From an optimization exercise on the open Yosys and OpenROAD flow, aimed at a short achievable clock period and few clock cycles; shortcuts taken in it are not production practice. No functional check of the RTL was part of any run shown here. No activity file was given, so power comes from the tool's default toggle rates.

### design/flow/run.sh
#!/bin/bash
# synth_recipe.tcl (not shown) runs the flow's synth.tcl, then flattens the netlist and writes it again
# the make line also repeats each setting of config.mk as NAME=value (left out here)
make -C /OpenROAD-flow-scripts/flow DESIGN_CONFIG=/design/flow/config.mk WORK_HOME=/design/flow/orfs CLKGATE_MAP_FILE= SYNTH_SCRIPT=/design/flow/synth_recipe.tcl finish
### design/flow/config.mk
export PLATFORM = sky130hd
export DESIGN_NAME = cpu
export DESIGN_NICKNAME = cpu
export VERILOG_FILES = /design/flow/design.v
export SDC_FILE = /design/flow/constraint.sdc
export NUM_CORES = 4
export LEC_CHECK = 0
export CAP_MARGIN = 20
export CORE_MARGIN = 2
export CORE_UTILIZATION = 40
export SETUP_SLACK_MARGIN = 2.5
export SLEW_MARGIN = 20
### design/flow/constraint.sdc
create_clock -name core_clock -period 4.0 [get_ports {CLOCK}]
set_input_delay 0.8000 -clock core_clock [delete_from_list [all_inputs] [get_ports {CLOCK}]]
set_output_delay 0.8000 -clock core_clock [all_outputs]
set_load 0.01 [all_outputs]
### design/flow/design.v
module cpu (
    input  logic       CLOCK
  , input  logic       RESET
  , input  logic [7:0] read_bus
  , output logic [3:0] ctrl_bus
  , output logic [7:0] addr_bus
  , output logic [7:0] write_bus
  , output logic [7:0] OUT
);
  localparam int U_NB0 = 0, U_NB1 = 1, U_NB2 = 2, U_JMP = 3, U_JCC = 4, U_ADD = 5,
                 U_CMP = 6, U_PUSH = 7, U_POP = 8, U_ALU = 9, U_Z = 10, U_HLT = 11,
                 U_R1 = 12, U_R2 = 13, U_W = 14, U_WIMM = 15, U_DSTA = 16, U_DSTSP = 17,
                 U_YA = 18, U_YSP = 19, U_YIMM = 20, U_XA = 21, U_XSP = 22, U_R1S0 = 23,
                 U_R1S1 = 24, U_R2S0 = 25, U_R2S1 = 26, U_HSB = 27, U_NZ = 28, U_W_ = 29;
  function automatic logic [U_W_-1:0] pdec(input logic [7:0] o);
    logic mac, add, cmp, push, pop, jmp, jcc, nop, hlt, hs, hd;
    logic [2:0] sm, dm;
    logic [U_W_-1:0] u;
    mac  = ~(o[7] & o[6]);
    add  = o[7:6] == 2'b01;
    cmp  = o[7:6] == 2'b10;
    push = o[7:3] == 5'b11000;
    pop  = o[7:3] == 5'b11001;
    jmp  = o == 8'b11010000;
    jcc  = o[7:4] == 4'b1110;
    nop  = o == 8'b11111110;
    hlt  = o[7:6] == 2'b11 & ~(push | pop | jmp | jcc | nop);
    sm   = o[2:0];
    dm   = pop ? o[2:0] : o[5:3];
    hs   = (mac | push) & sm[1];
    hd   = (mac | pop) & (dm[1:0] == 2'b10);
    u = '0;
    u[U_NB2]   = hs & hd;
    u[U_NB1]   = jmp | jcc | hs | hd;
    u[U_NB0]   = 1'b0;
    u[U_JMP]   = jmp;
    u[U_JCC]   = jcc;
    u[U_ADD]   = add;
    u[U_CMP]   = cmp;
    u[U_PUSH]  = push;
    u[U_POP]   = pop;
    u[U_ALU]   = mac | push | pop;
    u[U_Z]     = jmp | jcc | nop | hlt;
    u[U_HLT]   = hlt;
    u[U_R1]    = ((mac | push) & (sm[1:0] == 2'b01 | sm[1:0] == 2'b10)) | pop;
    u[U_R2]    = (add | cmp) & (dm[1:0] == 2'b01 | dm[1:0] == 2'b10);
    u[U_W]     = hd | ((mac | pop) & dm == 3'b101) | push;
    u[U_WIMM]  = hd;
    u[U_DSTA]  = (mac | pop) & dm == 3'b000;
    u[U_DSTSP] = (mac | pop) & dm == 3'b100;
    u[U_YA]    = sm == 3'b000;
    u[U_YSP]   = sm == 3'b100;
    u[U_YIMM]  = sm[1:0] == 2'b11;
    u[U_XA]    = dm == 3'b000;
    u[U_XSP]   = dm == 3'b100;
    u[U_R1S0]  = ~pop & (sm[1:0] != 2'b10) & sm[2];
    u[U_R1S1]  = ~pop & (sm[1:0] == 2'b10);
    u[U_R2S0]  = (dm[1:0] != 2'b10) & dm[2];
    u[U_R2S1]  = dm[1:0] == 2'b10;
    if (pop) u[U_R1S0] = 1'b1;
    u[U_HSB]   = hs;
    u[U_NZ]    = o != 8'd0;         
    pdec = u;
  endfunction
  logic [7:0] a, sp, last;
  logic       fc, fz, fs, fo, fu;
  logic [7:0] addr_q, wd_q;
  logic       wr_q;
  logic [7:0] fp;                   
  logic       fpx;
  logic [7:0] ra;                   
  logic       sir;                  
  logic [7:0]      b_d [0:3];
  logic [7:0]      b_a [0:3];
  logic [7:0]      b_t [0:3];       
  logic            f_done;          
  logic [U_W_-1:0] b_u [0:3];
  logic [3:0]      rp, wp;          
  logic [3:0]      s0, s1, s2;      
  logic            s0r, s1r, s2r;   
  logic [3:0]      qt;              
  logic            pv;              
  logic            rv;              
  logic            ph;              
  logic       xv;
  logic       x_ex, x_a1, x_a2, x_a3, x_done, x_free;
  logic       p_add, p_cmp, p_push, p_pop, p_alu, p_z, p_jcc;
  logic       p_r1, p_r2, p_w, p_wimm, p_dsta, p_dstsp;
  logic       p_ya, p_ysp, p_yimm, p_xa, p_xsp;
  logic [1:0] p_r1s, p_r2s;         
  logic [7:0] p_sb, p_db, p_oa;     
  logic [3:0] p_cc;
  logic       p_off;                
  logic       sx_a, sx_sp;          
  logic [2:0] syp, syn;             
  logic [7:0] opy;                  
  logic       inv_rb;               
  logic       m_cin;
  logic [4:0] a_sel, sp_sel, l_sel, w_sel;
  logic       a_hold, sp_hold, sp_dsel, sp_isel, l_hold, w_hold, f_e, f_m;
  assign addr_bus  = addr_q;
  assign write_bus = wd_q;
  assign ctrl_bus  = {2'b00, wr_q, 1'b0};
  assign OUT       = a;
  function automatic logic [7:0] inc8(input logic [7:0] x);
    logic [7:0] c;
    c[0] = 1'b1;
    c[1] = x[0];
    c[2] = &x[1:0];
    c[3] = &x[2:0];
    c[4] = &x[3:0];
    c[5] = &x[4:0];
    c[6] = &x[5:0];
    c[7] = &x[6:0];
    inc8 = x ^ c;
  endfunction
  function automatic logic [7:0] dec8(input logic [7:0] x);
    logic [7:0] b;
    b[0] = 1'b1;
    b[1] = ~x[0];
    b[2] = ~|x[1:0];
    b[3] = ~|x[2:0];
    b[4] = ~|x[3:0];
    b[5] = ~|x[4:0];
    b[6] = ~|x[5:0];
    b[7] = ~|x[6:0];
    dec8 = x ^ b;
  endfunction
  function automatic logic [8:0] add8(input logic [7:0] x, input logic [7:0] y, input logic ci);
    logic [8:0] g, p;
    logic [7:0] t;
    logic [8:0] c;
    g = {x & y, ci}; p = {x | y, 1'b0}; t = x ^ y;
    for (int i = 0; i <= 8; i++) begin
      logic acc;
      acc = 1'b0;
      for (int j = 0; j <= i; j++) begin
        logic term;
        term = g[j];
        for (int k = j + 1; k <= i; k++) term = term & p[k];
        acc = acc | term;
      end
      c[i] = acc;
    end
    add8 = {c[8], t ^ c[7:0]};
  endfunction
  function automatic logic [3:0] rot(input logic [3:0] x, input int n);
    logic [7:0] d;
    d = {x, x} << n;
    rot = d[7:4];
  endfunction
  logic [U_W_-1:0] rb_u;
  assign rb_u = pdec(read_bus);
  logic [8:0] rb_tc;
  logic [7:0] rb_t;
  assign rb_tc = add8(ra, read_bus, 1'b1);
  assign rb_t = rb_tc[7:0];
  logic [7:0]      vq0, vq1, vq2, va0, va1, vt0, vt1;
  logic            vz1;             
  logic [U_W_-1:0] vu0;
  always_comb begin
    vq0 = 8'd0;
    vq1 = {8{s1r}} & read_bus;
    vq2 = {8{s2r}} & read_bus;
    va0 = 8'd0;
    va1 = {8{s1r}} & ra;
    vt0 = 8'd0;
    vt1 = 8'd0;
    vz1 = 1'b0;
    vu0 = '0;
    for (int k = 0; k < 4; k++) begin
      vq0 = vq0 | ({8{s0[k]}} & b_d[k]);
      vq1 = vq1 | ({8{s1[k]}} & b_d[k]);
      vq2 = vq2 | ({8{s2[k]}} & b_d[k]);
      va0 = va0 | ({8{s0[k]}} & b_a[k]);
      va1 = va1 | ({8{s1[k]}} & b_a[k]);
      vt0 = vt0 | ({8{s0[k]}} & b_t[k]);
      vt1 = vt1 | ({8{s1[k]}} & b_t[k]);
      vz1 = vz1 | (s1[k] & b_u[k][U_NZ]);
      vu0 = vu0 | ({U_W_{s0[k]}} & b_u[k]);
    end
  end
  logic av1, av2, av3, av4;         
  assign av1 = qt[0] | rv;
  assign av2 = qt[1] | (qt[0] & rv);
  assign av3 = qt[2] | (qt[1] & rv);
  assign av4 = qt[3] | (qt[2] & rv);
  logic [7:0] fa, hd;
  assign fa = fpx ? fp : inc8(fp);
  assign hd = qt[0] ? va0 : rv ? ra : pv ? addr_q : fa;
  function automatic logic cond(input logic [3:0] cc, input logic c, input logic z,
                                input logic s, input logic v);
    logic b;
    case (cc[3:1])
      3'd0: b = v;
      3'd1: b = c;
      3'd2: b = z;
      3'd3: b = c | z;
      3'd4: b = s;
      3'd5: b = 1'b0;
      3'd6: b = s ^ v;
      default: b = z | (s ^ v);
    endcase
    cond = (cc[3:1] == 3'd5) | (b ^ cc[0]);
  endfunction
  logic bytes_ok;
  always_comb begin
    if (ph) bytes_ok = qt[0] & (vu0[U_NB2] ? av2 : av1);
    else    bytes_ok = qt[0] & (vu0[U_NB2] ? av3 : vu0[U_NB1] ? av2 : av1);
  end
  logic [3:0] cons_h;
  logic n0, n1, n2;                 
  assign n0 = ~vu0[U_NB1];
  assign n1 = vu0[U_NB1] & ~vu0[U_NB2];
  assign n2 = vu0[U_NB2];
  assign cons_h = ph ? {1'b0, n2, n1, n0} : {n2, n1, n0, 1'b0};
  logic [7:0] sb, db;
  always_comb begin
    sb = ph ? vq0 : vq1;
    case ({~ph, vu0[U_HSB]})
      2'b00:   db = vq0;
      2'b01,
      2'b10:   db = vq1;
      default: db = vq2;
    endcase
  end
  logic [7:0] ex_x, ey, sum_e;
  logic       c8_e, s8_e, ec, ez, es, eo, eu;
  always_comb begin
    ex_x = ({8{sx_a}} & a) | ({8{sx_sp}} & sp);
    ey   = ({8{syp[0]}} & a) | ({8{syp[1]}} & sp) | ({8{syp[2]}} & p_sb)
         | ({8{syn[0]}} & ~a) | ({8{syn[1]}} & ~sp) | ({8{syn[2]}} & ~p_sb);
    {c8_e, sum_e} = add8(ex_x, ey, p_cmp);
    s8_e = ex_x[7] ^ ey[7] ^ c8_e;
    ec = p_cmp ? (c8_e & (ey != 8'hff)) : c8_e;
    ez = ((ex_x ^ ey) == {(ex_x[6:0] | ey[6:0]), p_cmp});
    es = sum_e[7];
    eo = ~s8_e & sum_e[7];
    eu = s8_e & ~sum_e[7];
  end
  logic [7:0] mx, sum_m;
  logic       c8_m, s8_m, mc, mz, ms, mo, mu;
  always_comb begin
    mx = read_bus;
    {c8_m, sum_m} = add8(mx, opy, m_cin);
    s8_m = mx[7] ^ opy[7] ^ c8_m;
    if (inv_rb) begin
      mc = ~c8_m & (read_bus != 8'd0);
      mz = ~(mx ^ opy) == {(mx[6:0] & opy[6:0]), 1'b0};
      ms = ~sum_m[7];
      mo = s8_m & ~sum_m[7];
      mu = ~s8_m & sum_m[7];
    end else begin
      mc = p_cmp ? (c8_m & (opy != 8'hff)) : c8_m;
      mz = ((mx ^ opy) == {(mx[6:0] | opy[6:0]), m_cin});
      ms = sum_m[7];
      mo = ~s8_m & sum_m[7];
      mu = s8_m & ~sum_m[7];
    end
  end
  function automatic logic [7:0] pick(input logic [4:0] sel, input logic [7:0] se,
      input logic [7:0] sm, input logic [7:0] sl, input logic [7:0] sy, input logic [7:0] sr);
    pick = ({8{sel[0]}} & se) | ({8{sel[1]}} & sm) | ({8{sel[2]}} & sl)
         | ({8{sel[3]}} & sy) | ({8{sel[4]}} & sr);
  endfunction
  logic [7:0] sp_inc, sp_dec;
  assign sp_inc = inc8(sp);
  assign sp_dec = dec8(sp);
  logic x_whit;
  assign x_whit = sir;
  logic [7:0] x_waddr;
  always_comb begin
    if (p_wimm) x_waddr = p_db;
    else if (p_push) x_waddr = sp_dec;
    else if (p_pop) x_waddr = sp_inc;
    else x_waddr = sp;
  end
  logic       x_rq, x_rqw;
  logic [7:0] x_addr;
  always_comb begin
    x_rq = 1'b0; x_rqw = 1'b0; x_addr = x_waddr;
    if (x_ex & p_r1) begin
      x_rq = 1'b1;
      x_addr = p_r1s == 2'd0 ? a : p_r1s == 2'd1 ? sp : p_sb;
    end else if (x_ex & p_r2) begin
      x_rq = 1'b1;
      x_addr = p_r2s == 2'd0 ? a : p_r2s == 2'd1 ? sp : p_db;
    end else if (x_a1 & p_r1 & p_r2) begin
      x_rq = 1'b1;
      x_addr = p_r2s == 2'd0 ? a : p_r2s == 2'd1 ? sp : p_db;
    end else if (x_done & p_w) begin
      x_rq = 1'b1; x_rqw = 1'b1;
    end
  end
  logic [7:0] x_tgt;
  assign x_tgt = add8(p_oa, p_sb, 1'b1);
  logic xjt, xwh, xfl;
  assign xjt = x_ex & p_jcc & p_off & cond(p_cc, fc, fz, fs, fo);
  assign xwh = x_done & p_w & x_whit;
  assign xfl = xjt | xwh;
  logic h_stable, h_offb, h_taken, h_nz, fold;
  logic [7:0] h_tgt;
  assign h_stable = ~(xv & (p_add | p_cmp));
  assign h_offb   = ph ? qt[0] : qt[1];
  assign h_taken  = vu0[U_JMP] | (vu0[U_JCC] & h_stable & cond(vq0[3:0], fc, fz, fs, fo));
  assign h_nz     = ph ? vu0[U_NZ] : vz1;
  assign h_tgt    = ph ? vt0 : vt1;
  assign fold     = qt[0] & h_offb & h_taken & h_nz & ~f_done & ~xfl;
  logic dload, redir;
  assign dload  = bytes_ok & x_free & ~xfl;
  assign redir  = (xjt & ~jskip) | xwh;
  logic out2, out3, out4, jskip;
  assign out2 = qt[1] | (qt[0] & (rv | pv)) | (rv & pv);
  assign out3 = qt[2] | (qt[1] & (rv | pv)) | (qt[0] & rv & pv);
  assign out4 = qt[3] | (qt[2] & (rv | pv)) | (qt[1] & rv & pv);
  assign jskip = (p_sb[7:2] == 6'd0)
               & ((p_sb[1:0] == 2'd1 & out2) | (p_sb[1:0] == 2'd2 & out3) | (p_sb[1:0] == 2'd3 & out4));
  logic [3:0] ch;                   
  always_comb begin
    if (dload) ch = cons_h;
    else if (xjt & jskip) ch = {p_sb[1:0] == 2'd3, p_sb[1:0] == 2'd2, p_sb[1:0] == 2'd1, 1'b0};
    else ch = 4'b0001;
  end
  logic [7:0] rd_a;
  assign rd_a = xjt ? x_tgt : xwh ? hd : h_tgt;
  logic fetch_redir;
  assign fetch_redir = redir | fold;
  logic room;
  always_comb begin
    case ({pv, rv})
      2'b00: room = ~qt[3];
      2'b11: room = ~qt[1];
      default: room = ~qt[2];
    endcase
  end
  logic [3:0] qt_n, rp_n;
  always_comb begin
    qt_n = ({4{ch[0]}} & {av4, av3, av2, av1})
         | ({4{ch[1]}} & {1'b0, av4, av3, av2})
         | ({4{ch[2]}} & {2'b00, av4, av3})
         | ({4{ch[3]}} & {3'b000, av4});
    rp_n = ({4{ch[0]}} & rp) | ({4{ch[1]}} & rot(rp, 1))
         | ({4{ch[2]}} & rot(rp, 2)) | ({4{ch[3]}} & rot(rp, 3));
    if (redir | (fold & dload)) begin
      qt_n = 4'd0;
      rp_n = 4'b0001;
    end else if (fold) begin
      qt_n = ph ? 4'b0001 : 4'b0011;
      rp_n = rp;
    end
  end
  always_ff @(posedge CLOCK) begin
    if (RESET) begin
      a <= 8'd0; sp <= 8'h80; last <= 8'd0;
      fc <= 1'b0; fz <= 1'b0; fs <= 1'b0; fo <= 1'b0; fu <= 1'b0;
      addr_q <= 8'd0; wd_q <= 8'd0; wr_q <= 1'b0;
      fp <= 8'd0; fpx <= 1'b0; ra <= 8'd0;
      sir <= 1'b0;
      rp <= 4'b0001; wp <= 4'b0001; f_done <= 1'b0;
      s0 <= 4'd0; s1 <= 4'd0; s2 <= 4'd0; s0r <= 1'b1; s1r <= 1'b1; s2r <= 1'b1;
      qt <= 4'd0; pv <= 1'b1; rv <= 1'b0; ph <= 1'b0;
      for (int i = 0; i < 4; i++) begin
        b_d[i] <= 8'd0; b_a[i] <= 8'd0; b_u[i] <= '0; b_t[i] <= 8'd0;
      end
      xv <= 1'b0; x_ex <= 1'b0; x_a1 <= 1'b0; x_a2 <= 1'b0; x_a3 <= 1'b0;
      x_done <= 1'b0; x_free <= 1'b1;
      p_add <= 1'b0; p_cmp <= 1'b0; p_push <= 1'b0; p_pop <= 1'b0; p_alu <= 1'b0;
      p_z <= 1'b0; p_jcc <= 1'b0;
      p_r1 <= 1'b0; p_r2 <= 1'b0; p_w <= 1'b0; p_wimm <= 1'b0; p_dsta <= 1'b0; p_dstsp <= 1'b0;
      p_ya <= 1'b0; p_ysp <= 1'b0; p_yimm <= 1'b0; p_xa <= 1'b0; p_xsp <= 1'b0;
      sx_a <= 1'b0; sx_sp <= 1'b0; syp <= 3'd0; syn <= 3'd0; opy <= 8'd0; inv_rb <= 1'b0; m_cin <= 1'b0;
      a_sel <= 5'd0; sp_sel <= 5'd0; l_sel <= 5'd0; w_sel <= 5'd0;
      a_hold <= 1'b1; sp_hold <= 1'b1; sp_dsel <= 1'b0; sp_isel <= 1'b0; l_hold <= 1'b1; w_hold <= 1'b1;
      f_e <= 1'b0; f_m <= 1'b0;
      p_r1s <= 2'd0; p_r2s <= 2'd0;
      p_sb <= 8'd0; p_db <= 8'd0; p_oa <= 8'd0; p_cc <= 4'd0; p_off <= 1'b0;
    end else begin
      for (int k = 0; k < 4; k++) begin
        if (rv & wp[k]) begin
          b_d[k] <= read_bus; b_a[k] <= ra; b_u[k] <= rb_u; b_t[k] <= rb_t;
        end
      end
      qt <= qt_n;
      rp <= rp_n;
      s0 <= {4{qt_n[0]}} & rp_n;
      s1 <= {4{qt_n[1]}} & rot(rp_n, 1);
      s2 <= {4{qt_n[2]}} & rot(rp_n, 2);
      s0r <= ~qt_n[0];
      s1r <= ~qt_n[1];
      s2r <= ~qt_n[2];
      rv <= pv & ~fetch_redir;
      ra <= addr_q;
      if (redir | (fold & dload)) wp <= 4'b0001;
      else if (fold) wp <= ph ? rot(rp, 1) : rot(rp, 2);
      else if (rv) wp <= rot(wp, 1);
      f_done <= ~redir & ~dload & (fold | f_done);
      sir <= hd >= 8'h59;
      if (x_rq) begin
        addr_q <= x_addr;
        wr_q   <= x_rqw;
        pv     <= 1'b0;
        if (fetch_redir) begin fp <= rd_a; fpx <= 1'b1; end
      end else if (fetch_redir) begin
        addr_q <= rd_a;
        wr_q   <= 1'b0;
        pv     <= 1'b1;
        fp     <= rd_a;
        fpx    <= 1'b0;
      end else if (room) begin
        addr_q <= fa;
        wr_q   <= 1'b0;
        pv     <= 1'b1;
        fp     <= fa;
        fpx    <= 1'b0;
      end else begin
        wr_q   <= 1'b0;
        pv     <= 1'b0;
      end
      a    <= pick(a_sel, sum_e, sum_m, last, ey, read_bus) | ({8{a_hold}} & a);
      sp   <= pick(sp_sel, sum_e, sum_m, last, ey, read_bus) | ({8{sp_hold}} & sp)
            | ({8{sp_dsel}} & sp_dec) | ({8{sp_isel}} & sp_inc);
      last <= pick(l_sel, sum_e, sum_m, last, ey, read_bus) | ({8{l_hold}} & last);
      wd_q <= pick(w_sel, sum_e, sum_m, last, ey, read_bus) | ({8{w_hold}} & wd_q);
      if (f_e) begin fc <= ec; fz <= ez; fs <= es; fo <= eo; fu <= eu; end
      if (f_m) begin fc <= mc; fz <= mz; fs <= ms; fo <= mo; fu <= mu; end
      if (x_free) begin
        x_ex <= dload;
        x_a1 <= 1'b0; x_a2 <= 1'b0; x_a3 <= 1'b0;
        x_done <= dload & ~vu0[U_R1] & ~vu0[U_R2];
        x_free <= ~dload | (~vu0[U_R1] & ~vu0[U_R2]);
      end else begin
        x_ex <= 1'b0;
        x_a1 <= x_ex;
        x_a2 <= x_a1 & p_r1 & p_r2;
        x_a3 <= (x_a1 & ~(p_r1 & p_r2)) | x_a2;
        x_done <= (x_a1 & ~(p_r1 & p_r2)) | x_a2;
        x_free <= (x_a1 & ~(p_r1 & p_r2)) | x_a2;
      end
      if (x_a2) begin
        opy <= read_bus ^ {8{p_cmp}}; inv_rb <= 1'b0; m_cin <= p_cmp;
      end else if (x_a1 & ~p_r2) begin
        opy <= (({8{p_xa}} & a) | ({8{p_xsp}} & sp)) ^ {8{p_cmp}}; inv_rb <= p_cmp; m_cin <= 1'b0;
      end else if (x_a1 & ~p_r1) begin
        opy <= (({8{p_ya}} & a) | ({8{p_ysp}} & sp) | ({8{p_yimm}} & p_sb)) ^ {8{p_cmp}};
        inv_rb <= 1'b0; m_cin <= p_cmp;
      end
      begin
        logic nx_ex, nx_a3, nx_z, cm, c_add, c_cmp, c_dsta, c_dstsp, c_push, c_pop, c_w;
        logic [4:0] roh;
        nx_ex = x_free & dload & vu0[U_ALU] & ~vu0[U_R1] & ~vu0[U_R2];
        nx_z  = x_free & dload & vu0[U_Z];
        nx_a3 = (x_a1 & ~(p_r1 & p_r2)) | x_a2;
        c_add   = nx_ex ? vu0[U_ADD]   : p_add;
        c_cmp   = nx_ex ? vu0[U_CMP]   : p_cmp;
        c_dsta  = nx_ex ? vu0[U_DSTA]  : p_dsta;
        c_dstsp = nx_ex ? vu0[U_DSTSP] : p_dstsp;
        c_push  = nx_ex ? vu0[U_PUSH]  : p_push;
        c_pop   = nx_ex ? vu0[U_POP]   : p_pop;
        c_w     = nx_ex ? vu0[U_W]     : p_w;
        cm = nx_ex | nx_a3;
        if (nx_ex) roh = {1'b0, ~c_add & ~c_cmp, c_cmp, 1'b0, c_add};
        else       roh = {~c_add & ~c_cmp, 1'b0, c_cmp, c_add, 1'b0};
        roh = roh & {5{cm}};
        a_sel <= roh & {5{c_dsta}};       a_hold <= ~(cm & c_dsta);
        sp_sel <= roh & {5{c_dstsp}};
        sp_dsel <= cm & c_push;
        sp_isel <= cm & c_pop & ~c_dstsp;
        sp_hold <= ~(cm & (c_dstsp | c_push | c_pop));
        l_sel <= roh;                     l_hold <= ~cm & ~nx_z;
        w_sel <= roh & {5{c_w}};          w_hold <= ~(cm & c_w);
        f_e <= nx_ex & (c_add | c_cmp);
        f_m <= nx_a3 & (c_add | c_cmp);
      end
      if (dload) ph <= vu0[U_HLT];
      if (x_free) begin
        xv <= dload;
        p_add <= vu0[U_ADD]; p_cmp <= vu0[U_CMP]; p_push <= vu0[U_PUSH]; p_pop <= vu0[U_POP];
        p_alu <= vu0[U_ALU];
        p_z <= vu0[U_Z];
        p_jcc <= (vu0[U_JCC] | vu0[U_JMP]) & ~f_done & ~fold;
        p_oa <= ph ? va0 : va1;
        p_r1 <= vu0[U_R1]; p_r2 <= vu0[U_R2]; p_w <= vu0[U_W]; p_wimm <= vu0[U_WIMM];
        p_dsta <= vu0[U_DSTA]; p_dstsp <= vu0[U_DSTSP];
        p_ya <= vu0[U_YA]; p_ysp <= vu0[U_YSP]; p_yimm <= vu0[U_YIMM];
        p_xa <= vu0[U_XA]; p_xsp <= vu0[U_XSP];
        sx_a <= vu0[U_XA]; sx_sp <= vu0[U_XSP];
        syp <= {vu0[U_YIMM], vu0[U_YSP], vu0[U_YA]} & {3{~vu0[U_CMP]}};
        syn <= {vu0[U_YIMM], vu0[U_YSP], vu0[U_YA]} & {3{vu0[U_CMP]}};
        p_r1s <= {vu0[U_R1S1], vu0[U_R1S0]};
        p_r2s <= {vu0[U_R2S1], vu0[U_R2S0]};
        p_sb <= sb; p_db <= db;
        p_cc <= vu0[U_JMP] ? 4'b1010 : vq0[3:0];
        p_off <= sb != 8'd0;
      end
    end
  end
endmodule
==> results of run 1 <==
-- cell usage after synthesis (9+ instances only) --
master    number
buf_1         55
xor2_1        35
nand4_1        9
buf_2          9
a311oi_1      11
nand2_1      456
o221ai_1      13
inv_1        103
a221oi_1      49
mux2_2        11
o21ai_0       83
clkbuf_1     173
nor2_1       251
nor3_1        17
xnor2_1       44
ha_1          85
and2_1        14
nand3_1       75
o31ai_1       12
a22o_1        32
and3_1        23
o21bai_1      10
nand2b_1      13
a22oi_1      148
dfxtp_1      400
a21oi_1      289
mux2i_1       68
a31oi_1       13
a222oi_1      53
a211oi_1      49
nor2b_1       33
-- worst paths after layout --
check                    from                      to  slack, ps  depth (start not counted)
max          qt[1]$_SDFF_PP0_  addr_q[4]$_SDFFE_PP0P_       1080                         10
min           xv$_SDFFE_PP0P_         xv$_SDFFE_PP0P_        450                          1
max reg2reg  qt[1]$_SDFF_PP0_  addr_q[4]$_SDFFE_PP0P_       1080                         10
min reg2reg   xv$_SDFFE_PP0P_         xv$_SDFFE_PP0P_        450                          1
-- stage by stage --
stage	setup WS, ps	utilization, %
floorplan	1150	-
global placement	441	44.2
detailed placement	371	44.2
CTS	1220	54.8
global route	1030	61.6
finish	1080	61.6
-- worst register-to-register path, stage by stage, from the launching register on --
cell and delay, ps:
dfxtp_1 500, inv_1 200, a21oi_2 390, a21oi_1 220, nor4_1 270, o31a_1 340
mux2i_4 140, buf_4 160, and2_4 180, a211oi_2 260, o32ai_1 120
-- kinds of logic after synthesis --
logic type	after synthesis
AO/OA/AOI/OAI	828
XOR/XNOR	79
adder cells (fa/ha/maj)	87
buffers and inverters	350
flip-flops	400
multiplexers	83
other	1
AND/OR/NAND/NOR	928
-- state kept, by name, summed over array words and instances, names as in the netlist, 32 cells and up --
signal and cells:
b_a 32, b_d 32, b_t 32, b_u 112
-- repair_timing --
item                       CTS  global route
setup endpoints to repair  421           339
gates cloned                17            28
pin swaps                  226           238
gates resized for setup    701           421
buffers inserted           186           145
-- final cells by class --
| class | count | area [µm²] |
|---|---|---|
| fillers | 4128 | 20600 |
| multi-input cells | 2022 | 16500 |
| flip-flops and latches | 400 | 8190 |
| repair buffers | 470 | 5510 |
| clock buffers | 60 | 1290 |
| well taps | 696 | 871 |
| inverters | 106 | 429 |
| clock inverters | 19 | 169 |
| diodes | 2 | 5.00 |
-- routing by layer --
layer | global-route usage [%] | wire length (µm) | part of all wire, % | up-vias
met2 | 50.5 | 45300 | 43 | 1760
met4 | 16.1 | 7900 | 7.5 | 2
li1 | - | - | - | 10419
met3 | 7.63 | 12700 | 12 | 549
met1 | 43.2 | 39700 | 38 | 11814
met5 | 0 | 7 | 0.0066 | -
-- where the power goes --
group / switching (mW) / internal, mW
Sequential: 0.310 / 4.15
Combinational: 1.64 / 1.24
Clock: 1.81 / 2.40
Total: 3.76 / 7.80
==> impl_metrics.toml, run 1 <==
[worst_setup_path]
path_class = "reg2reg"
crit_buf_inv = 2
cp.required_ps = 4470
worstPathMaxFanout = 6
max_stage_delay_ps = 500
cp-end-kind = "flop"
critPathTopFamily = "compound AO/OA/AOI/OAI gates"
crit_arrival_ps = 3390
crit_path_start_kind = "flop"
crit_path_top_delay_cell = "dfxtp_1"
crit_chain = "inv_1 -> a21oi_2 -> a21oi_1 -> nor4_1 -> o31a_1 -> mux2i_4 -> buf_4 -> and2_4 -> a211oi_2 -> o32ai_1"

[floorplanning]
initial_utilization_pct = 40.3
die_y_um = 236
row_count = 85
die_w_um = 236
die_area_um2 = 55800
core_um2 = 53600
ioPinCount = 38

[synthesis]
synth-xor-area-share_pct = 3.21
synth_compound_area_share_pct = 25.9
synth_top_cell_by_area = "dfxtp_1"
yosys-top-cells-area = "dfxtp_1, nand2_1, a21oi_1, a22oi_1, ha_1"
synth.top_cell.area_share_pct = 37.1
ys_types = 78
synthesis.area_um2 = 21600
synth_edf_count = 0
synth.yosys.seq_area_share_pct = 37.1
syn_inst = 2756
ys_ff_latch = 400
synth_top_family_by_area = "compound AO/OA/AOI/OAI gates"
async_flop_share_pct = 0
synthSimpleGateAreaFrac_pct = 18.3
syn_area_per_cell_um2 = 7.83
synthMuxAreaShare_pct = 4.04
yosysWarnings = 5
ys.flop_type = "dfxtp_1"
synth-adder-area-share_pct = 5.11

[placed_design]
port_buffers = 34
dp_hpwl_um = 58200
gp_congestion = 0.919
dp_cells = 3318
placed_area_um2 = 23700

[route]
drt_iter0_drc = 3459
viasPerCell = 6.50
drcViolationCount = 0
wirelength_um = 106000
postRouteAntennaNets = 0
post_drt_wl_per_cell_um = 28.0
vias = 24544
drt_pass1_iterations = 8

[grt]
antenna_found_initial = 1
grt_max_degree = 69
overflow = 0
grt_use_total_pct = 32.8
grt_pass1_vias = 22043
grt_first_pass_wirelength_um = 140000

[sta]
finalClockSkew_ps = 22.6
fin_crit_sh_pct = 73.0
holdWs_ps = 447
drv_slew = 0
rsz0062_at_grt = "true"
fmax_mhz = 343
fin_crit_ps = 2920
slew_headroom_pct = 46.4
setup_viol = 0
final_hold_viol_count = 0
fin_setup_tns_ps = 0
worst_slew_pin_slew_ps = 800

[cells_and_area]
layout_commonest_cell = "nand2_1"
final_area_um2 = 33000
nNetsFinal = 3143
instances_no_fill = 3775
layout_common_cells = "nand2_1, dfxtp_1, buf_4"
drive_above_1_share_pct = 41.9
synthToLayoutAreaGrowth_pct = 53.0

[clock_tree]
ctsHoldBuffers = 0
cts.sinks = 400
root_buffer = "clkbuf_16"
clk_latency_ps = 610
cts_buffers = 46
htree_levels = 2
clk_pin_slew_ps = 60
cts_buffer_depth = 3
cts_tree = "done"

[min_path]
min_path_type = "reg2reg"

[power_and_ir_drop]
total_power_mw = 11.6
peakVddDrop_v = 0.000325
leakagePower_nw = 12.4
power_density_nw_per_um2 = 350

[status]
outcome = "complete, no violations"

[run]
drv_cap = 0
==> run 2, diff against run 1 <==
--- a/design/flow/design.v
+++ b/design/flow/design.v
@@ -165,8 +165,8 @@
     va0 = 8'd0;
     va1 = {8{s1r}} & ra;
     vt0 = 8'd0;
-    vt1 = 8'd0;
-    vz1 = 1'b0;
+    vt1 = {8{s1r}} & rb_t;
+    vz1 = s1r & rb_u[U_NZ];
     vu0 = '0;
     for (int k = 0; k < 4; k++) begin
       vq0 = vq0 | ({8{s0[k]}} & b_d[k]);
@@ -301,11 +301,11 @@
   logic h_stable, h_offb, h_taken, h_nz, fold;
   logic [7:0] h_tgt;
   assign h_stable = ~(xv & (p_add | p_cmp));
-  assign h_offb   = ph ? qt[0] : qt[1];
+  assign h_offb   = ph ? qt[0] : av2;
   assign h_taken  = vu0[U_JMP] | (vu0[U_JCC] & h_stable & cond(vq0[3:0], fc, fz, fs, fo));
   assign h_nz     = ph ? vu0[U_NZ] : vz1;
   assign h_tgt    = ph ? vt0 : vt1;
-  assign fold     = qt[0] & h_offb & h_taken & h_nz & ~f_done & ~xfl;
+  assign fold     = qt[0] & h_offb & h_taken & ~f_done & ~xfl;
   logic dload, redir;
   assign dload  = bytes_ok & x_free & ~xfl;
   assign redir  = (xjt & ~jskip) | xwh;
@@ -325,6 +325,33 @@
   assign rd_a = xjt ? x_tgt : xwh ? hd : h_tgt;
   logic fetch_redir;
   assign fetch_redir = redir | fold;
+  logic [7:0] addr_n, fp_n, vt1b;
+  always_comb begin
+    logic s_x, s_xt, s_hd, s_ht0, s_htr, s_htb, s_fa, s_hold;
+    logic f_xt, f_hd, f_ht0, f_htr, f_htb, f_fa, f_hold;
+    vt1b = 8'd0;
+    for (int k = 0; k < 4; k++) vt1b = vt1b | ({8{s1[k]}} & b_t[k]);
+    s_x    = x_rq;
+    s_xt   = ~x_rq & fetch_redir & xjt;
+    s_hd   = ~x_rq & fetch_redir & ~xjt & xwh;
+    s_ht0  = ~x_rq & fetch_redir & ~xjt & ~xwh & ph;
+    s_htr  = ~x_rq & fetch_redir & ~xjt & ~xwh & ~ph & s1r;
+    s_htb  = ~x_rq & fetch_redir & ~xjt & ~xwh & ~ph & ~s1r;
+    s_fa   = ~x_rq & ~fetch_redir & room;
+    s_hold = ~x_rq & ~fetch_redir & ~room;
+    addr_n = ({8{s_x}} & x_addr) | ({8{s_xt}} & x_tgt) | ({8{s_hd}} & hd)
+           | ({8{s_ht0}} & vt0) | ({8{s_htr}} & rb_t) | ({8{s_htb}} & vt1b)
+           | ({8{s_fa}} & fa) | ({8{s_hold}} & addr_q);
+    f_xt   = fetch_redir & xjt;
+    f_hd   = fetch_redir & ~xjt & xwh;
+    f_ht0  = fetch_redir & ~xjt & ~xwh & ph;
+    f_htr  = fetch_redir & ~xjt & ~xwh & ~ph & s1r;
+    f_htb  = fetch_redir & ~xjt & ~xwh & ~ph & ~s1r;
+    f_fa   = ~fetch_redir & ~x_rq & room;
+    f_hold = ~fetch_redir & (x_rq | ~room);
+    fp_n   = ({8{f_xt}} & x_tgt) | ({8{f_hd}} & hd) | ({8{f_ht0}} & vt0) | ({8{f_htr}} & rb_t)
+           | ({8{f_htb}} & vt1b) | ({8{f_fa}} & fa) | ({8{f_hold}} & fp);
+  end
   logic room;
   always_comb begin
     case ({pv, rv})
@@ -395,27 +422,12 @@
       else if (rv) wp <= rot(wp, 1);
       f_done <= ~redir & ~dload & (fold | f_done);
       sir <= hd >= 8'h59;
-      if (x_rq) begin
-        addr_q <= x_addr;
-        wr_q   <= x_rqw;
-        pv     <= 1'b0;
-        if (fetch_redir) begin fp <= rd_a; fpx <= 1'b1; end
-      end else if (fetch_redir) begin
-        addr_q <= rd_a;
-        wr_q   <= 1'b0;
-        pv     <= 1'b1;
-        fp     <= rd_a;
-        fpx    <= 1'b0;
-      end else if (room) begin
-        addr_q <= fa;
-        wr_q   <= 1'b0;
-        pv     <= 1'b1;
-        fp     <= fa;
-        fpx    <= 1'b0;
-      end else begin
-        wr_q   <= 1'b0;
-        pv     <= 1'b0;
-      end
+      addr_q <= addr_n;
+      fp     <= fp_n;
+      wr_q   <= x_rq & x_rqw;
+      pv     <= ~x_rq & (fetch_redir | room);
+      if (fetch_redir) fpx <= x_rq;
+      else if (~x_rq & room) fpx <= 1'b0;
       a    <= pick(a_sel, sum_e, sum_m, last, ey, read_bus) | ({8{a_hold}} & a);
       sp   <= pick(sp_sel, sum_e, sum_m, last, ey, read_bus) | ({8{sp_hold}} & sp)
             | ({8{sp_dsel}} & sp_dec) | ({8{sp_isel}} & sp_inc);
--- a/design/flow/config.mk
+++ b/design/flow/config.mk
@@ -8,5 +8,5 @@
 export CAP_MARGIN = 20
 export CORE_MARGIN = 2
 export CORE_UTILIZATION = 40
-export SETUP_SLACK_MARGIN = 2.5
+export SETUP_SLACK_MARGIN = 2.0
 export SLEW_MARGIN = 20
==> impl_metrics.toml, run 2 <==
[sta]
fin_setup_tns_ps = 0
fin_crit_ps = 2910
fmax_mhz = 343
final_hold_viol_count = 0
finalClockSkew_ps = 17.0
setup_viol = 0
slew_headroom_pct = 24.6
rsz0062_at_grt = "true"
fin_crit_sh_pct = 72.9
worst_slew_pin_slew_ps = 1120
drv_slew = 0

[clock_tree]
clk_pin_slew_ps = 70
cts_tree = "done"
cts_buffer_depth = 3
cts_buffers = 44
root_buffer = "clkbuf_16"
cts.sinks = 396
htree_levels = 2
ctsHoldBuffers = 0
clk_latency_ps = 580

[cells_and_area]
final_area_um2 = 28100
instances_no_fill = 3527
nNetsFinal = 2904
layout_common_cells = "nand2_1, dfxtp_1, a21oi_1"
layout_commonest_cell = "nand2_1"
largest_reg_flops = 108
drive_above_1_share_pct = 26.4
regMostFlops = "b_u"
synthToLayoutAreaGrowth_pct = 30.5

[route]
viasPerCell = 6.29
post_drt_wl_per_cell_um = 25.0
vias = 22182
drt_pass1_iterations = 9
postRouteAntennaNets = 0
wirelength_um = 88200
drt_iter0_drc = 2963
drcViolationCount = 0

[synthesis]
synth_edf_count = 0
ys.flop_type = "dfxtp_1"
yosysMostFrequentCell = "nand2_1"
synth.top_cell.area_share_pct = 36.9
synth_top_cell_by_area = "dfxtp_1"
ys_types = 83
ys_ff_latch = 396
synth_common_cells = "nand2_1, dfxtp_1, a21oi_1"
syn_inst = 2725
syn_area_per_cell_um2 = 7.89
synth.yosys.seq_area_share_pct = 36.9
async_flop_share_pct = 0
yosys-top-cells-area = "dfxtp_1, nand2_1, a21oi_1, ha_1, nor2_1"
synthesis.area_um2 = 21500
yosysWarnings = 5

[grt]
antenna_found_initial = 1
overflow = 0
grt_use_total_pct = 30.3
grt_first_pass_wirelength_um = 131000
grt_pass1_vias = 20880
grt_max_degree = 107

[power_and_ir_drop]
power_density_nw_per_um2 = 397
leakagePower_nw = 10.2
peakVddDrop_v = 0.000358
total_power_mw = 11.1

[placed_design]
gp_congestion = 0.956
port_buffers = 34
placed_area_um2 = 23000
dp_cells = 3295
dp_hpwl_um = 57500

[floorplanning]
die_y_um = 236
die_w_um = 236
core_um2 = 52900
row_count = 84
die_area_um2 = 55600
ioPinCount = 38
initial_utilization_pct = 40.7

[worst_setup_path]
worstSetupStartpoint = "s0[0]$_SDFF_PP0_"
r2r_setup_slack_ps = 1090
worstPathMaxFanout = 6
crit_path_start_kind = "flop"
path_class = "reg2reg"
regToRegStartpoint = "s0[0]$_SDFF_PP0_"
crit_arrival_ps = 3380
cp.required_ps = 4460
r2r_cells = 11
crit_end = "a_hold$_SDFF_PP1_"
reg2reg_to = "a_hold$_SDFF_PP1_"
cp-end-kind = "flop"

[status]
outcome = "complete, no violations"

[run]
drv_cap = 0

[min_path]
min_path_type = "reg2reg"
run 2: cell types whose count changed in the layout (fill, tap and decap cells not counted), sizes merged, moves of 15 or more:
| cell | delta |
|---|---|
| nor2 | +23 |
| a22oi | -27 |
| clkbuf | -18 |
| nand3 | -25 |
| a22o | +21 |
| o21ai | -15 |
| nand2 | -20 |
| clkdlybuf4s15 | +16 |
| buf | -208 |
| a221oi | +15 |
run 2: where the power goes:
group,internal (mW),switching [mW]
Combinational,0.912,1.41
Clock,2.65,1.76
Sequential,4.12,0.289
run 2: per-stage QoR:
step           setup WS [ps]  util, %  hold WS [ps]
3_3_place_gp             442     43.5           428
6_report                1090     53.1           446
3_5_place_dp             388     43.5           432
5_1_grt                 1030     53.1           465
2_1_floorplan           1210        -           416
4_1_cts                 1120     51.2           443
run 2: worst min-delay path by stage:
stage / from / cells past startpoint / endpoint
floorplan: p_jcc$_SDFFE_PP0P_ / 2 / p_jcc$_SDFFE_PP0P_
global placement: p_jcc$_SDFFE_PP0P_ / 2 / p_jcc$_SDFFE_PP0P_
detailed placement: xv$_SDFFE_PP0P_ / 2 / xv$_SDFFE_PP0P_
CTS: xv$_SDFFE_PP0P_ / 2 / xv$_SDFFE_PP0P_
global route: b_u[2][16]$_SDFFE_PP0P_ / 2 / b_u[2][16]$_SDFFE_PP0P_
finish: xv$_SDFFE_PP0P_ / 2 / xv$_SDFFE_PP0P_
run 2: kinds of logic after synthesis:
family	Yosys count	synth area share, %
AOI/OAI and AO/OA	830	26.6
and+or+nand+nor	914	18.1
DFF	396	36.9
other	1	0.0174
adders and majority gates	87	5.13
xor gates and xnor gates	78	3.18
muxes	83	4.00
buffers and inverters	336	6.08
run 2: area by class of cell:
type / count / area [µm²]
clock buffer: 60 / 1290
fill: 4749 / 24800
inverter: 106 / 439
sequential: 396 / 8100
timing repair buffer: 259 / 2580
multi-input combinational: 2000 / 14500
tap: 688 / 861
antenna: 1 / 2.50
clock inverter: 17 / 256
run 2: what timing repair did:
action / in CTS / in global routing
gates resized for setup: 493 / 144
setup buffers: 111 / 34
pin swaps: 112 / 103
cloned: 7 / 2
endpoints found under the setup margin: 317 / 252
run 2: per-layer routing:
metal	global-route usage, %	wire length [µm]
met1	40.2	35800
met2	47.0	39200
met3	6.14	8700
met4	14.2	4450
met5	0	13
run 2: critical path, cell delays in order (launching register included):
cell	delay (ps)
dfxtp_4	400
buf_6	130
a22o_1	220
a221oi_4	240
buf_12	180
mux2i_2	80
a21oi_2	220
o21ai_4	140
or4b_4	640
mux2i_4	230
buf_12	150
nand2b_1	130
==> run 3, diff against run 2 <==
--- a/design/flow/config.mk
+++ b/design/flow/config.mk
@@ -8,5 +8,5 @@
 export CAP_MARGIN = 20
 export CORE_MARGIN = 2
 export CORE_UTILIZATION = 40
-export SETUP_SLACK_MARGIN = 2.0
+export SETUP_SLACK_MARGIN = 2.5
 export SLEW_MARGIN = 20
==> impl_metrics.toml, run 3 <==
[clock_tree]
cts.sinks = 396
cts_tree = "done"
htree_levels = 2
cts_buffers = 46
ctsHoldBuffers = 0
clk_pin_slew_ps = 60
root_buffer = "clkbuf_16"
clk_latency_ps = 600
cts_buffer_depth = 3

[sta]
slew_headroom_pct = 21.7
fin_crit_sh_pct = 75.3
finalClockSkew_ps = 15.1
fin_crit_ps = 3010
fmax_mhz = 332
drv_slew = 0
final_hold_viol_count = 0
setup_viol = 0
worst_slew_pin_slew_ps = 1170
fin_setup_tns_ps = 0
rsz0062_at_grt = "true"

[synthesis]
yosysMostFrequentCell = "nand2_1"
synth.yosys.seq_area_share_pct = 36.9
ys_types = 83
synth_edf_count = 0
yosys-top-cells-area = "dfxtp_1, nand2_1, a21oi_1, ha_1, nor2_1"
yosysWarnings = 5
syn_area_per_cell_um2 = 7.89
ys_ff_latch = 396
synth_common_cells = "nand2_1, dfxtp_1, a21oi_1"
synth_top_cell_by_area = "dfxtp_1"
async_flop_share_pct = 0
ys.flop_type = "dfxtp_1"
synthesis.area_um2 = 21500
synth.top_cell.area_share_pct = 36.9
syn_inst = 2725

[min_path]
min_path_type = "reg2reg"

[route]
post_drt_wl_per_cell_um = 26.7
drt_iter0_drc = 3188
wirelength_um = 96900
vias = 23106
viasPerCell = 6.37
met2_length_um = 42300
drcViolationCount = 0
met1_length_um = 37800
postRouteAntennaNets = 0
drt_pass1_iterations = 9
wl_met3_um = 10900
top_layer_used = "met5"

[floorplanning]
die_area_um2 = 55600
ioPinCount = 38
row_count = 84
initial_utilization_pct = 40.7
die_w_um = 236
core_um2 = 52900
die_y_um = 236

[worst_setup_path]
max_stage_delay_ps = 380
cp.required_ps = 4530
path_class = "reg2reg"
crit_path_start_kind = "flop"
crit_arrival_ps = 3550
crit_chain = "a22o_4 -> or2_4 -> a22o_1 -> a221oi_4 -> mux2i_4 -> buf_6 -> o221ai_4 -> nand2b_4 -> o32a_1 -> inv_2 -> and4b_1"
critPathTopFamily = "compound AO/OA/AOI/OAI gates"
crit_buf_inv = 2
cp-end-kind = "flop"
crit_path_top_delay_cell = "dfxtp_4"
worstPathMaxFanout = 4

[run]
drv_cap = 0

[status]
outcome = "complete, no violations"

[cells_and_area]
layout_commonest_cell = "nand2_1"
fin_util_pct = 57.6
drive_above_1_share_pct = 36.8
fillCellCount = 4510
synthToLayoutAreaGrowth_pct = 41.7
largest_reg_flops = 108
nNetsFinal = 2999
regMostFlops = "b_u"
register_area_um2 = 8120
multi_input_area_um2 = 15700
layout_common_cells = "nand2_1, dfxtp_1, nor2_1"
antenna_cells = 0

[placed_design]
gp_congestion = 0.969
port_buffers = 34
dp_hpwl_um = 58200

[power_and_ir_drop]
power_density_nw_per_um2 = 381
leakagePower_nw = 11.0
peakVddDrop_v = 0.000289

[grt]
grt_pass1_vias = 21616
overflow = 0
antenna_found_initial = 0
grt_use_total_pct = 32.3
grt_max_degree = 76
grt_first_pass_wirelength_um = 138000
[run 3: through the flow]
step	hold WS [ps]	std cells	setup WS, ps	total power [mW]	area (µm²)
6_report	441	3626	988	11.6	30500
5_1_grt	471	3626	922	11.9	30500
4_1_cts	445	3558	1040	11.2	28700
3_5_place_dp	431	3291	376	6.34	23700
3_3_place_gp	427	3291	429	6.32	23700
2_1_floorplan	416	2727	1210	5.69	23600
[run 3: area by class of cell]
cell class                 instances  share of cell area [%]
inverter                         106                    1.49
multi-input combinational       2003                    51.6
timing repair buffer             349                    12.3
sequential                       396                    26.6
clock inverter                    19                   0.727
clock buffer                      65                    4.39
tap                              688                    2.83
[run 3: worst reg2reg max path, delay by kind of cell (launching register included)]
family	cells	cell delay, ps
mux	1	380
simple gates	3	700
compound gates	5	1260
flops	1	380
buf+inv	2	230
[run 3: repair_timing]
action	in CTS	in global routing
setup buffers	172	60
gates cloned	11	8
gates resized for setup	652	246
pin swaps	190	149
setup endpoints to repair	412	302
[run 3: kinds of logic (layout without fill, tap and decap cells)]
group           Yosys count  after routing  share of synthesized area [%]
xor+xnor                 78             78                           3.18
simple gates            914            922                           18.1
compound gates          830            830                           26.6
fa+ha+maj                87             87                           5.13
buf+inv                 336            539                           6.08
mux                      83             83                           4.00
other cells               1              3                         0.0174
flops                   396            396                           36.9
[run 3: path summary, 6_finish.rpt]
kind	slack (ps)	cells after the start	end	start
max reg2reg	990	11	s1[3]$_SDFF_PP0_	s0[0]$_SDFF_PP0_
min	440	2	p_jcc$_SDFFE_PP0P_	p_jcc$_SDFFE_PP0P_
min reg2reg	440	2	p_jcc$_SDFFE_PP0P_	p_jcc$_SDFFE_PP0P_
max	990	11	s1[3]$_SDFF_PP0_	s0[0]$_SDFF_PP0_
[run 3: layer usage]
metal,vias to the layer above,global-route usage (%)
li1,10128,-
met2,1426,50.1
met1,11207,41.7
met5,-,0
met4,2,16.3
met3,343,7.81
[run 3: report_power, final]
group / switching [mW] / internal (mW) / total (mW)
Combinational: 1.64 / 1.15 / 2.79
Clock: 1.81 / 2.60 / 4.41
Sequential: 0.291 / 4.12 / 4.41
Total: 3.75 / 7.87 / 11.6
==> run 4, diff against run 3 <==
--- a/design/flow/design.v
+++ b/design/flow/design.v
@@ -428,13 +428,13 @@
       pv     <= ~x_rq & (fetch_redir | room);
       if (fetch_redir) fpx <= x_rq;
       else if (~x_rq & room) fpx <= 1'b0;
-      a    <= pick(a_sel, sum_e, sum_m, last, ey, read_bus) | ({8{a_hold}} & a);
-      sp   <= pick(sp_sel, sum_e, sum_m, last, ey, read_bus) | ({8{sp_hold}} & sp)
-            | ({8{sp_dsel}} & sp_dec) | ({8{sp_isel}} & sp_inc);
-      last <= pick(l_sel, sum_e, sum_m, last, ey, read_bus) | ({8{l_hold}} & last);
-      wd_q <= pick(w_sel, sum_e, sum_m, last, ey, read_bus) | ({8{w_hold}} & wd_q);
-      if (f_e) begin fc <= ec; fz <= ez; fs <= es; fo <= eo; fu <= eu; end
-      if (f_m) begin fc <= mc; fz <= mz; fs <= ms; fo <= mo; fu <= mu; end
+      a    <= pick(a_sel & {5{xv}}, sum_e, sum_m, last, ey, read_bus) | ({8{a_hold | ~xv}} & a);
+      sp   <= pick(sp_sel & {5{xv}}, sum_e, sum_m, last, ey, read_bus) | ({8{sp_hold | ~xv}} & sp)
+            | ({8{sp_dsel & xv}} & sp_dec) | ({8{sp_isel & xv}} & sp_inc);
+      last <= pick(l_sel & {5{xv}}, sum_e, sum_m, last, ey, read_bus) | ({8{l_hold | ~xv}} & last);
+      wd_q <= pick(w_sel & {5{xv}}, sum_e, sum_m, last, ey, read_bus) | ({8{w_hold | ~xv}} & wd_q);
+      if (f_e & xv) begin fc <= ec; fz <= ez; fs <= es; fo <= eo; fu <= eu; end
+      if (f_m & xv) begin fc <= mc; fz <= mz; fs <= ms; fo <= mo; fu <= mu; end
       if (x_free) begin
         x_ex <= dload;
         x_a1 <= 1'b0; x_a2 <= 1'b0; x_a3 <= 1'b0;
@@ -459,8 +459,8 @@
       begin
         logic nx_ex, nx_a3, nx_z, cm, c_add, c_cmp, c_dsta, c_dstsp, c_push, c_pop, c_w;
         logic [4:0] roh;
-        nx_ex = x_free & dload & vu0[U_ALU] & ~vu0[U_R1] & ~vu0[U_R2];
-        nx_z  = x_free & dload & vu0[U_Z];
+        nx_ex = x_free & ~xfl & vu0[U_ALU] & ~vu0[U_R1] & ~vu0[U_R2];
+        nx_z  = x_free & ~xfl & vu0[U_Z];
         nx_a3 = (x_a1 & ~(p_r1 & p_r2)) | x_a2;
         c_add   = nx_ex ? vu0[U_ADD]   : p_add;
         c_cmp   = nx_ex ? vu0[U_CMP]   : p_cmp;
==> impl_metrics.toml, run 4 <==
[placed_design]
dp_cells = 3355
gp_congestion = 0.965
place_ws_ps = 337
dp_hpwl_um = 61300
port_buffers = 34
placed_area_um2 = 23700

[grt]
grt_use_total_pct = 33.6
grt_max_degree = 105
grt_first_pass_wirelength_um = 144000
grt_pass1_vias = 22656
antenna_found_initial = 2
overflow = 0

[sta]
finalClockSkew_ps = 35.1
holdWs_ps = 453
drv_slew = 0
slew_headroom_pct = 26.1
fmax_mhz = 332
rsz0062_at_grt = "true"
setup_viol = 0
fin_crit_ps = 3010
fin_ws_ps = 986
fin_crit_sh_pct = 75.3
worst_slew_pin_slew_ps = 1110
fin_setup_tns_ps = 0
final_hold_viol_count = 0

[worst_setup_path]
cp.required_ps = 4490
path_class = "reg2reg"
max_stage_delay_ps = 400
r2r_cells = 12
cp-end-kind = "flop"
crit_path_top_delay_cell = "dfxtp_4"
reg2reg_to = "s0[3]$_SDFF_PP0_"
crit_arrival_ps = 3510
worstPathMaxFanout = 6
crit_chain = "buf_8 -> a22o_1 -> a221oi_2 -> buf_4 -> mux2_4 -> a211o_4 -> a21o_1 -> o21ai_4 -> o22ai_2 -> o41ai_4 -> buf_6 -> nor2_1"
regToRegStartpoint = "s0[0]$_SDFF_PP0_"
crit_path_start_kind = "flop"
r2r_setup_slack_ps = 990

[synthesis]
yosysWarnings = 5
synthesis.area_um2 = 21800
yosysMostFrequentCell = "nand2_1"
synth.yosys.seq_area_share_pct = 36.3
yosys-top-cells-area = "dfxtp_1, nand2_1, a21oi_1, a22oi_1, ha_1"
syn_area_per_cell_um2 = 7.85
ys_types = 89
syn_inst = 2781
synth.top_cell.area_share_pct = 36.3
ys_ff_latch = 396
synth_edf_count = 0
synth_common_cells = "nand2_1, dfxtp_1, a21oi_1"
async_flop_share_pct = 0
synth_top_cell_by_area = "dfxtp_1"
ys.flop_type = "dfxtp_1"

[clock_tree]
clk_pin_slew_ps = 60
htree_levels = 2
cts.sinks = 396
cts_tree = "done"
ctsHoldBuffers = 0
clk_latency_ps = 610
cts_buffers = 45
cts_buffer_depth = 3
root_buffer = "clkbuf_16"

[cells_and_area]
layout_common_cells = "nand2_1, dfxtp_1, a21oi_1"
synthToLayoutAreaGrowth_pct = 47.2
fin_util_pct = 59.6
fillCellCount = 4429
instances_no_fill = 3787
largest_reg_flops = 108
final_area_um2 = 32100
drive_above_1_share_pct = 37.4
nNetsFinal = 3152
layout_commonest_cell = "nand2_1"
regMostFlops = "b_u"

[status]
outcome = "complete, no violations"

[min_path]
min_path_type = "reg2reg"
min_path_cells = 2
worstHoldStart = "b_u[2][10]$_SDFFE_PP0P_"
hold-path-endpoint = "b_u[2][10]$_SDFFE_PP0P_"

[power_and_ir_drop]
switching_power_mw = 3.83
power_density_nw_per_um2 = 370
leakagePower_nw = 11.8
switching_share_pct = 32.3
comb_power_share_pct = 25.8
p_clk_share_pct = 37.3
intPower_mw = 8.04
pwr-share-seq_pct = 37.0
peakVddDrop_v = 0.000310
total_power_mw = 11.9

[floorplanning]
core_um2 = 53900
die_y_um = 238
initial_utilization_pct = 40.5
row_count = 85
die_w_um = 238
ioPinCount = 38
die_area_um2 = 56500

[route]
vias = 24354
post_drt_wl_per_cell_um = 27.2
postRouteAntennaNets = 0
drt_iter0_drc = 3841
drcViolationCount = 0
wirelength_um = 103000
viasPerCell = 6.43
drt_pass1_iterations = 12

[run]
drv_cap = 0
==> run 4: changes by cell type after synthesis, moves of 8 or more <==
cell / delta
a22oi_1: +37
clkbuf_1: +31
nor2_1: -18
buf_1: -17
a221oi_1: -16
a22o_1: -12
a211oi_1: +10
and2_1: +9
a21o_1: +8
==> run 4: layer usage <==
metal	vias to the layer above	GRT usage [%]	routed length [µm]
met2	1742	50.1	43400
met1	11613	44.5	38800
met3	441	8.22	13400
li1	10556	-	-
met4	2	18.3	7380
met5	-	0	13
==> run 4: kinds of logic (layout without fill, tap and decap cells) <==
| kind of cell | Yosys count | in the layout | synth area share [%] |
|---|---|---|---|
| buffers and inverters | 345 | 643 | 6.13 |
| multiplexers | 85 | 85 | 4.09 |
| AND/OR/NAND/NOR | 939 | 947 | 18.6 |
| other | 1 | 4 | 0.0172 |
| flip-flops | 396 | 396 | 36.3 |
| AO/OA/AOI/OAI | 856 | 857 | 26.9 |
| adder cells (fa/ha/maj) | 87 | 87 | 5.05 |
| XOR/XNOR | 72 | 72 | 2.89 |
==> run 4: worst max-delay path by stage <==
stage	startpoint	end	slack, ps	cells past startpoint
3_3_place_gp	read_bus[0]	fs$_SDFFE_PP0P_	350	11
4_1_cts	s0[0]$_SDFF_PP0_	s0[1]$_SDFF_PP0_	1080	12
2_1_floorplan	read_bus[0]	fs$_SDFFE_PP0P_	1270	12
5_1_grt	s0[3]$_SDFF_PP0_	addr_q[4]$_SDFF_PP0_	910	13
6_report	s0[0]$_SDFF_PP0_	s0[3]$_SDFF_PP0_	990	12
3_5_place_dp	read_bus[0]	fs$_SDFFE_PP0P_	340	11
==> run 4: area by class of cell <==
class / count / area (µm²) / area share [%]
clock buffers: 63 / 1320 / 4.10
flip-flops and latches: 396 / 8150 / 25.4
clock inverters: 19 / 248 / 0.771
inverters: 104 / 447 / 1.39
repair buffers: 457 / 4970 / 15.5
well taps: 696 / 871 / 2.71
diodes: 1 / 2.50 / 0.00779
multi-input cells: 2051 / 16100 / 50.2
==> run 4: what timing repair did <==
action	CTS	global route
cloned	10	17
pin swaps	226	179
setup endpoints to repair	413	344
buffers inserted	239	83
gates resized for setup	833	242
==> run 4: power groups by stage <==
stage / Sequential (mW) / Clock [mW] / Combinational (mW)
floorplan: 4.33 / 0 / 1.30
global placement: 4.45 / 0 / 1.82
detailed placement: 4.46 / 0 / 1.84
CTS: 4.37 / 4.44 / 2.50
global route: 4.39 / 4.61 / 3.16
finish: 4.39 / 4.42 / 3.06
==> run 4: critical path: cells and delay by family (launching register included) <==
family,cells,cell delay [ps]
flops,1,400
mux,1,310
compound gates,7,1570
buf+inv,3,560
simple gates,1,50

-- re-timing with driven ports --
The flow's constraints put no driver on any port. The routed layouts listed below were extracted and timed again, unchanged, in two steps. Step 1, drivers: a clkbuf_16 drives CLOCK and a buf_2 each remaining input, both assumed. Step 2 adds t to the input delays and takes it off the output delays; t is the mean of the earliest and latest rising clock arrival at the registers after step 1. Input paths then give back, and output paths get back, about the clock's delay inside the block. a / b / c = no drivers / after step 1 / after step 2; a / b = the first two.
run | t, ns | setup slack, ns | worst setup path after step 2 | worst register clock-pin slew, ns
run 1 | 0.655 | 1.082 / 1.082 / 0.902 | input to register | 0.06 / 0.06
run 2 | 0.636 | 1.085 / 1.085 / 0.906 | input to register | 0.07 / 0.07
run 3 | 0.646 | 0.988 / 0.988 / 0.967 | input to register | 0.07 / 0.07
run 4 | 0.652 | 0.986 / 0.986 / 0.921 | input to register | 0.07 / 0.07
After both steps setup and hold are still met in every run listed. For run 1, which loses most, drivers alone change the setup slack by 0.000 ns; drivers and shift together by -0.180 ns.
